From an optimization exercise on the open Yosys and OpenROAD flow, aimed at small area; shortcuts taken in it are not production practice.
In this exercise RTL edits were held to simulation tests only and were not proved equivalent to the original.
No activity file was given, so power comes from the tool's default toggle rates.

$ cat design/flow/design.v
module sd_card_controller(
  input i_clk,
  input i_rst,
  input [31:0] i_addr,
  input [7:0] i_controlreg,
  input [7:0] i_data,
  output [7:0] o_statusreg,
  output o_write_statusreg,
  output [7:0] o_data,
  output [31:0] o_addr,
  output o_wr_nrd,
  output o_req,
  input i_SD_DAT0_DO,
  output o_SD_DAT3_nCS,
  output o_SD_DAT3_nCS_oe,
  output o_SD_CMD_DI,
  output o_SD_CMD_DI_oe,
  output o_SD_CLK,
  input i_SD_WP_N
);
  reg r_sclk;
  reg [6:0] r_div;
  reg r_mode;                  
  wire w_tick = !r_sclk && (r_mode ? !r_div[0] : (&r_div[6:2] && r_div[0]));
  always @(posedge i_clk) begin
    if (i_rst) begin
      r_sclk <= 1'b0;
      r_div <= 7'd0;
    end
    else if (r_mode) begin
      r_div[0] <= ~r_div[0];
      if (!r_div[0]) r_sclk <= ~r_sclk;
    end
    else if (&r_div[6:2] && r_div[0]) begin
      r_div <= 7'd1;
      r_sclk <= ~r_sclk;
    end
    else r_div <= r_div + 7'd1;
  end
  assign o_SD_CLK = r_sclk;
  assign o_req = 1'b1;
  localparam S_DELAY = 5'd0, S_XACT = 5'd1, S_RSP = 5'd2, S_POST = 5'd3, S_SETCLK = 5'd4,
             S_INITDONE = 5'd5, S_IDLE = 5'd6, S_ACCEPT = 5'd7, S_RDATA = 5'd8, S_RTAIL = 5'd9,
             S_WSTART = 5'd10, S_WDATA = 5'd11, S_WTAIL = 5'd12, S_BUSY = 5'd13, S_FIN1 = 5'd14,
             S_FIN2 = 5'd15, S_STALL = 5'd16;
  reg [4:0] r_st;
  reg [11:0] r_cnt;
  reg [7:0] r_sr;           
  reg [31:0] r_a;           
  reg [7:0] r_data;
  reg [8:0] r_oaddr;
  reg r_rd_flag, r_wr_flag;
  reg r_drive, r_cs, r_wr_nrd;
  reg r_op;                 
  reg [1:0] r_ic;           
  reg r_cls_idle, r_cls_fatal;
  wire w_r3 = !r_mode && (r_ic == 2'd3);
  wire w_det = w_r3 ? !r_a[31] : !r_sr[7];
  wire w_err = w_r3 ? |r_a[30:24] : 1'b1;
  reg [5:0] w_idx;
  always @(*) begin
    if (r_mode) w_idx = r_op ? 6'd24 : 6'd17;
    else case (r_ic)
      2'd0: w_idx = 6'd0;
      2'd1: w_idx = 6'd55;
      2'd2: w_idx = 6'd41;
      default: w_idx = 6'd58;
    endcase
  end
  wire [7:0] w_hdr = {2'b01, w_idx};
  wire [7:0] w_trl = 8'h95;
  reg w_frame;
  always @(*) begin
    case (r_cnt[5:3])
      3'd1: w_frame = w_hdr[~r_cnt[2:0]];
      3'd2, 3'd3, 3'd4, 3'd5: w_frame = r_a[31];
      3'd6: w_frame = w_trl[~r_cnt[2:0]];
      default: w_frame = 1'b1;
    endcase
  end
  wire w_wline = (r_st == S_WDATA) || (r_st == S_WTAIL && r_cnt[11:3] == 9'd0);
  assign o_SD_CMD_DI = (r_st == S_XACT) ? w_frame : w_wline ? r_sr[7] : 1'b1;
  assign o_SD_CMD_DI_oe = r_drive;
  assign o_SD_DAT3_nCS = r_cs;
  assign o_SD_DAT3_nCS_oe = r_drive;
  wire w_inop = r_mode && (r_st != S_IDLE) && (r_st != S_INITDONE);
  assign o_statusreg = {7'd0, w_inop && !r_op && r_rd_flag};
  assign o_write_statusreg = (r_st == S_FIN2);
  assign o_data = r_data;
  assign o_addr = {23'd0, r_oaddr};
  assign o_wr_nrd = r_wr_nrd;
  wire w_go_rd = (i_controlreg == 8'd1);
  wire w_go_wr = (i_controlreg == 8'd2);
  always @(posedge i_clk) begin
    if (i_rst) begin
      r_st <= S_DELAY;
      r_cnt <= 12'd0;
      r_data <= 8'd0;
      r_oaddr <= 9'd0;
      r_rd_flag <= 1'b0;
      r_wr_flag <= 1'b0;
      r_drive <= 1'b0;
      r_cs <= 1'b0;
      r_wr_nrd <= 1'b0;
      r_ic <= 2'd0;
      r_mode <= 1'b0;
    end
    else if (w_tick) begin
      r_cnt <= r_cnt + 12'd1;
      r_sr <= {r_sr[6:0], i_SD_DAT0_DO};
      case (r_st)
        S_DELAY: begin
          r_drive <= 1'b1;
          if (r_cnt == 12'd0) r_cs <= 1'b1;
          if (r_cnt == 12'd76) r_cs <= 1'b0;
          if (r_cnt == 12'd92) begin
            r_cnt <= 12'd5;
            r_st <= S_XACT;
          end
        end
        S_XACT: begin
          r_drive <= 1'b1;
          if (r_cnt == 12'd5) begin
            r_a <= r_mode ? i_addr : 32'd0;
            if (!r_mode) r_cs <= 1'b0;
          end
          if (r_cnt[5] || r_cnt[4]) r_a <= {r_a[30:0], r_sr[7]};
          if (r_cnt == 12'd55) r_st <= S_RSP;
        end
        S_RSP: begin
          r_cnt <= 12'd2;
          r_a <= {r_a[30:0], r_sr[7]};
          if (w_det) begin
            r_cls_idle <= w_err && r_sr[0];
            r_cls_fatal <= w_err && !r_sr[0] && |r_sr[6:1];
            r_st <= S_POST;
          end
        end
        S_POST: begin
          if (r_cnt == 12'd4) begin
            if (!r_mode) begin
              r_cs <= 1'b1;
              if (r_cls_fatal) r_st <= S_STALL;
              else case (r_ic)
                2'd0: begin r_ic <= 2'd1; r_st <= S_XACT; end
                2'd1: begin r_ic <= 2'd2; r_st <= S_XACT; end
                2'd2: begin r_ic <= r_cls_idle ? 2'd1 : 2'd3; r_st <= S_XACT; end
                default: r_st <= r_cls_idle ? S_STALL : S_SETCLK;
              endcase
            end
            else if (r_cls_idle || r_cls_fatal) r_st <= S_STALL;
            else r_st <= r_op ? S_WSTART : S_ACCEPT;
          end
        end
        S_SETCLK: begin
          r_mode <= 1'b1;
          r_st <= S_INITDONE;
        end
        S_INITDONE: begin
          r_drive <= 1'b0;
          r_cs <= 1'b0;
          r_st <= S_IDLE;
        end
        S_IDLE: begin
          r_cnt <= 12'd3;
          if (w_go_rd) begin
            r_op <= 1'b0;
            r_oaddr <= {9{r_rd_flag}};
            r_st <= S_XACT;
          end
          else if (w_go_wr) begin
            r_op <= 1'b1;
            r_oaddr <= {9{r_wr_flag}};
            r_st <= S_XACT;
          end
        end
        S_ACCEPT: begin
          if (r_cnt[2:0] == 3'd1) begin
            if (r_sr == 8'hFE) begin
              r_cnt <= 12'd0;
              r_st <= S_RDATA;
            end
            else if (r_sr[7:5] == 3'b000) r_st <= S_STALL;
          end
        end
        S_RDATA: begin
          r_wr_nrd <= 1'b0;
          if (r_cnt[2:0] == 3'd7) begin
            r_data <= r_sr;
            r_oaddr <= r_cnt[11:3];
            r_wr_nrd <= 1'b1;
            if (r_cnt[11:3] == 9'd511) r_st <= S_RTAIL;
          end
        end
        S_RTAIL: begin
          r_wr_nrd <= 1'b0;
          if (r_cnt == 12'd17) begin
            r_rd_flag <= 1'b1;
            r_st <= S_FIN1;
          end
        end
        S_WSTART: begin
          if (r_cnt[2:0] == 3'd0) begin
            r_sr <= 8'hFE;
            r_cnt <= 12'd0;
            r_st <= S_WDATA;
          end
        end
        S_WDATA: begin
          if (r_cnt[2:0] == 3'd6) r_oaddr <= r_cnt[11:3];
          if (r_cnt[2:0] == 3'd7) begin
            r_sr <= i_data;
            if (r_cnt[11:3] == 9'd511) r_st <= S_WTAIL;
          end
        end
        S_WTAIL: begin
          if (r_cnt == 12'd33) r_st <= S_BUSY;
        end
        S_BUSY: begin
          if (i_SD_DAT0_DO) begin
            r_wr_flag <= 1'b1;
            r_st <= S_FIN1;
          end
        end
        S_FIN1: r_st <= S_FIN2;
        S_FIN2: begin
          r_drive <= 1'b0;
          r_oaddr <= 9'd0;
          r_st <= S_IDLE;
        end
        default: ;   
      endcase
    end
  end
endmodule
$ cat design/flow/constraint.sdc
create_clock -name core_clock -period 10.0 [get_ports {i_clk}]
set_input_delay 2.0000 -clock core_clock [delete_from_list [all_inputs] [get_ports {i_clk}]]
set_output_delay 2.0000 -clock core_clock [all_outputs]
set_load 0.01 [all_outputs]
$ cat design/flow/config.mk
export PLATFORM = sky130hd
export DESIGN_NAME = sd_card_controller
export DESIGN_NICKNAME = sd_card_controller
export VERILOG_FILES = /design/flow/design.v
export SDC_FILE = /design/flow/constraint.sdc
export NUM_CORES = 4
export LEC_CHECK = 0
export CAP_MARGIN = 20
export CORE_MARGIN = 2
export CORE_UTILIZATION = 40
export SLEW_MARGIN = 20
$ cat design/flow/run.sh
#!/bin/bash
# synth_recipe.tcl (not shown) runs the flow's synth.tcl, then flattens the netlist and writes it again
# the make line also repeats each setting of config.mk as NAME=value (left out here)
make -C /OpenROAD-flow-scripts/flow DESIGN_CONFIG=/design/flow/config.mk WORK_HOME=/design/flow/orfs CLKGATE_MAP_FILE= SYNTH_SCRIPT=/design/flow/synth_recipe.tcl finish
==> summary.txt <==
cell usage after synthesis (4+ instances only):
cell type | number | area [um2]
sky130_fd_sc_hd__o211ai_1 | 5 | 37.5
sky130_fd_sc_hd__o21ai_0 | 46 | 230
sky130_fd_sc_hd__nand3_1 | 13 | 65.1
sky130_fd_sc_hd__a21o_1 | 9 | 67.6
sky130_fd_sc_hd__nor3_1 | 14 | 70.1
sky130_fd_sc_hd__or3_1 | 4 | 25.0
sky130_fd_sc_hd__nand2_1 | 96 | 360
sky130_fd_sc_hd__nand2b_1 | 7 | 43.8
sky130_fd_sc_hd__and3_1 | 4 | 25.0
sky130_fd_sc_hd__edfxtp_1 | 43 | 1290
sky130_fd_sc_hd__inv_1 | 13 | 48.8
sky130_fd_sc_hd__dfxtp_1 | 50 | 1000
sky130_fd_sc_hd__clkbuf_8 | 7 | 96.3
sky130_fd_sc_hd__nor4_1 | 4 | 25.0
sky130_fd_sc_hd__xnor2_1 | 8 | 70.1
sky130_fd_sc_hd__a31oi_1 | 4 | 25.0
sky130_fd_sc_hd__xor2_1 | 5 | 43.8
sky130_fd_sc_hd__clkbuf_1 | 21 | 78.8
sky130_fd_sc_hd__a211oi_1 | 4 | 30.0
sky130_fd_sc_hd__a21oi_1 | 26 | 130
sky130_fd_sc_hd__nand4b_1 | 5 | 43.8
sky130_fd_sc_hd__nand4_1 | 10 | 62.6
sky130_fd_sc_hd__buf_2 | 4 | 20.0
sky130_fd_sc_hd__ha_1 | 15 | 188
sky130_fd_sc_hd__nor2b_1 | 11 | 68.8
sky130_fd_sc_hd__nor2_1 | 67 | 251
sky130_fd_sc_hd__buf_4 | 33 | 248
sky130_fd_sc_hd__mux2i_1 | 26 | 260
path summary, 6_finish.rpt:
check | start | endpoint | slack [ns]
setup / recovery | r_mode | o_SD_CMD_DI | 4.98
hold / removal | r_wr_nrd | r_wr_nrd | 0.49
setup reg to reg | r_mode | r_a[7] | 6.70
hold reg to reg | r_wr_nrd | r_wr_nrd | 0.49
worst min-delay path, stage by stage (launching register included):
cell                      delay [ns]
sky130_fd_sc_hd__dfxtp_1        0.31
sky130_fd_sc_hd__o31ai_1        0.06
sky130_fd_sc_hd__a21oi_1        0.06
through the flow:
step           utilization  hold WS (ns)  worst slack (ns)  area (um2)  power, mW
4_1_cts              0.476         0.491              4.93        6610      0.820
6_report             0.476         0.485              4.98        6610      0.812
3_3_place_gp         0.453         0.473              5.34        6280      0.439
2_1_floorplan            -         0.441              6.09        5770      0.427
5_1_grt              0.476         0.518              4.73        6610      0.836
3_5_place_dp         0.453         0.481              5.31        6280      0.440
cells by family after synthesis:
family,share of synthesized area
AO/OA/AOI/OAI,0.147
XOR/XNOR,0.0201
adder cells (fa/ha/maj),0.0331
buffers and inverters,0.0979
flip-flops,0.405
multiplexers,0.0479
other,0.00133
AND/OR/NAND/NOR,0.248
state kept, by name (all words and copies together) (netlist names), 2 cells and up:
register,count
r_cnt,12
r_a,32
r_sr,8
r_div,7
r_st,5
r_oaddr,9
r_data,8
r_ic,2
per-layer routing:
layer	up-vias	track usage	wire, um
met2	135	0.287	6340
met3	22	0.0291	709
met5	-	0	0
met1	2151	0.248	6160
met4	0	0.0866	297
li1	2291	-	-
final cells by class:
class                   count  area [um2]  area share
clock buffers              10         239      0.0361
well taps                 180         225      0.0341
inverters                  13        48.8     0.00738
multi-input cells         485        2930       0.443
flip-flops and latches     93        2290       0.347
repair buffers             80         788       0.119
clock inverters             6        91.3      0.0138
power by group through the flow:
| stage | Clock, mW | Combinational (mW) | Sequential [mW] |
|---|---|---|---|
| 2_1_floorplan | 0 | 0.0226 | 0.404 |
| 3_3_place_gp | 0 | 0.0342 | 0.405 |
| 3_5_place_dp | 0 | 0.0344 | 0.405 |
| 4_1_cts | 0.389 | 0.0345 | 0.397 |
| 5_1_grt | 0.402 | 0.0378 | 0.397 |
| 6_report | 0.381 | 0.0345 | 0.397 |
==> summary.txt <==
Final layout
  – Number of non-filler instances in the completed layout: 867
  – Count of nets after finishing: 749
  – Number of antenna repair diodes: 0
  – Most common library cell in the layout ignoring fill and taps: sky130_fd_sc_hd__nand2_1
  – Proportion of layout cells with a drive suffix above 1: 0.0670
  – Area growth, synth to finish: 16.8%
  – Commonest non-fill, non-tap cells in the layout: sky130_fd_sc_hd__nand2_1, sky130_fd_sc_hd__clkdlybuf4s50_1, sky130_fd_sc_hd__nor2_1
  – Fill cells: 1353

Clocking
  – Cell at the root of the clock tree: sky130_fd_sc_hd__clkbuf_16
  – Clock Path Buffers: 2
  – Post-cts hold buffer count: 0
  – Clock transition at the registers of the reported paths: 0.06 ns
  – H-tree depth: 3
  – Number of setup buffers added after CTS: 0
  – Clock tree from TritonCTS: done
  – Num CTS Buffers: 9
  – Sinks on Clock Net: 93
  – Clk latency of the worst-skew pair: 0.36 ns
  – Number of cells upsized or downsized after cts: 0

STA
  – Period utilisation layout: 0.502
  – Max-Slew Margin vs Limit: 0.359
  – Min cycle time layout: 5.02 ns
  – RSZ-0062 raised after global routing: no
  – Final Hold Violating Endpoints: 0
  – Sum of negative setup slack: 0 ns
  – Final-report max-slew violation count: 0
  – Setup Viol. Count Final: 0
  – Highest Clock Rate: 199 MHz
  – Actual transition at the worst max-transition pin: 0.959 ns
  – Final Skew: 0.0102 ns

Pwr
  – Cell-internal power: 643 uW
  – Net Sw Frac: 0.208
  – Standby leakage power: 2.46 nW
  – Combinational group share of total power: 0.042
  – Power Density: 123 nW/um2
  – Worst voltage drop across the vdd grid: 68.2 uV
  – Reg power frac: 0.488
  – Switching power: 169 uW
  – Share of power burned in the clock network: 0.469

Critical path
  – Data arrival, critical path: 3.02 ns
  – Kind of start point of the critical path: register
  – Length in cells of the worst reg-to-reg path: 6
  – Critical path, cell by cell: buf_4 -> inv_1 -> nor3_1 -> a311oi_1 -> o22a_1 -> a311o_1 -> a32oi_1 -> clkdlybuf4s50_1
  – Cell with the biggest individual delay on the critical path: sky130_fd_sc_hd__clkdlybuf4s50_1
  – Category of the most critical setup path: register to output pin
  – Crit path max fanout: 46
  – WP data required: 8.00 ns
  – Nature of the critical path endpoint: output pin
  – Family with the most delay on the worst path: buffers and inverters
  – Crit path buffers/inverters: 3
  – Worst stage delay on the critical path: 0.59 ns
  – Stages on the worst setup path: 8

Route
  – Starting DRC count in detailed routing: 397
  – Avg Vias per Cell: 5.30
  – Sum of routed wire length over all layers: 13500 um
  – Number of nets with antenna violations after routing: 0
  – Drt drc: 0
  – Iteration count of the initial detailed-routing pass: 5
  – Via Count: 4599
  – Post-detailed-route wirelength per cell: 15.6 um

Synth
  – Number of standard cells after synthesis: 632
  – Count of warnings emitted by yosys: 1
  – Number of enable flip-flop cells after synthesis: 43
  – Cell variety after synth: 78
  – Post-synthesis async set-or-reset flop share: 0
  – Avg Cell Area, Syn: 8.96 um2
  – Number of synthesized register bits: 93
  – Most instantiated flip-flop cell in the synthesis netlist: sky130_fd_sc_hd__dfxtp_1
  – Mapped Area: 5660 um2
  – Share of synthesized area occupied by flip-flops and latches: 0.405

Global route
  – Overall global routing resource usage: 0.183
  – Largest net degree at the start of global routing: 65
  – Number of global-route vias before repair: 4365
  – Total global routing overflow: 0
  – Global-route wire length before repair: 21800 um
  – Antenna violations before repair: 0

Place
  – Input/output buffers: 75
  – Routability congestion estimate from global placement: 0.914
  – Dpl cells: 851
  – Detailed Place HPWL: 9340 um

Floorplan
  – Die Span X: 123 um
  – I/O pin cnt: 108
  – Total core area: 13900 um2
  – Standard-cell row count: 43
  – Initial core utilization: 0.408
  – Die Footprint: 15100 um2
  – Die Ht: 123 um

Worst hold path
  – Hold Path Depth: 2
  – Classification of the worst-slack hold path: register to register

Outcome
  – Run status: complete, no violations

Run
  – Reported max-cap violation count: 0

==> static timing again, ports no longer ideal <==
The results above use ideal ports. As a check the final layout listed here was re-extracted and re-timed, cells and wires unchanged.
Step 1 (the two cells are an assumption about what drives the block):
set clk [get_ports {i_clk}]
set_driving_cell -lib_cell sky130_fd_sc_hd__clkbuf_16 $clk
set_driving_cell -lib_cell sky130_fd_sc_hd__buf_2 [delete_from_list [all_inputs] $clk]
Step 2 moves the port delays by t, midway between the first and last clock arrival at a register: inputs arrive t later, outputs are due t later. That takes back most of the time a late clock gives input paths.
Slacks: ideal / step 1 / step 2; pairs: ideal / step 1.
t, ns: 0.390
slack for setup (ns): 4.982 / 4.942 / 5.332
worst setup path at the end: register to output
slew at the worst register clock pin (ns): 0.07 / 0.07
After both steps setup and hold are still met in this run. For this run, drivers alone change the setup slack by -0.040 ns; drivers and shift together by +0.350 ns.
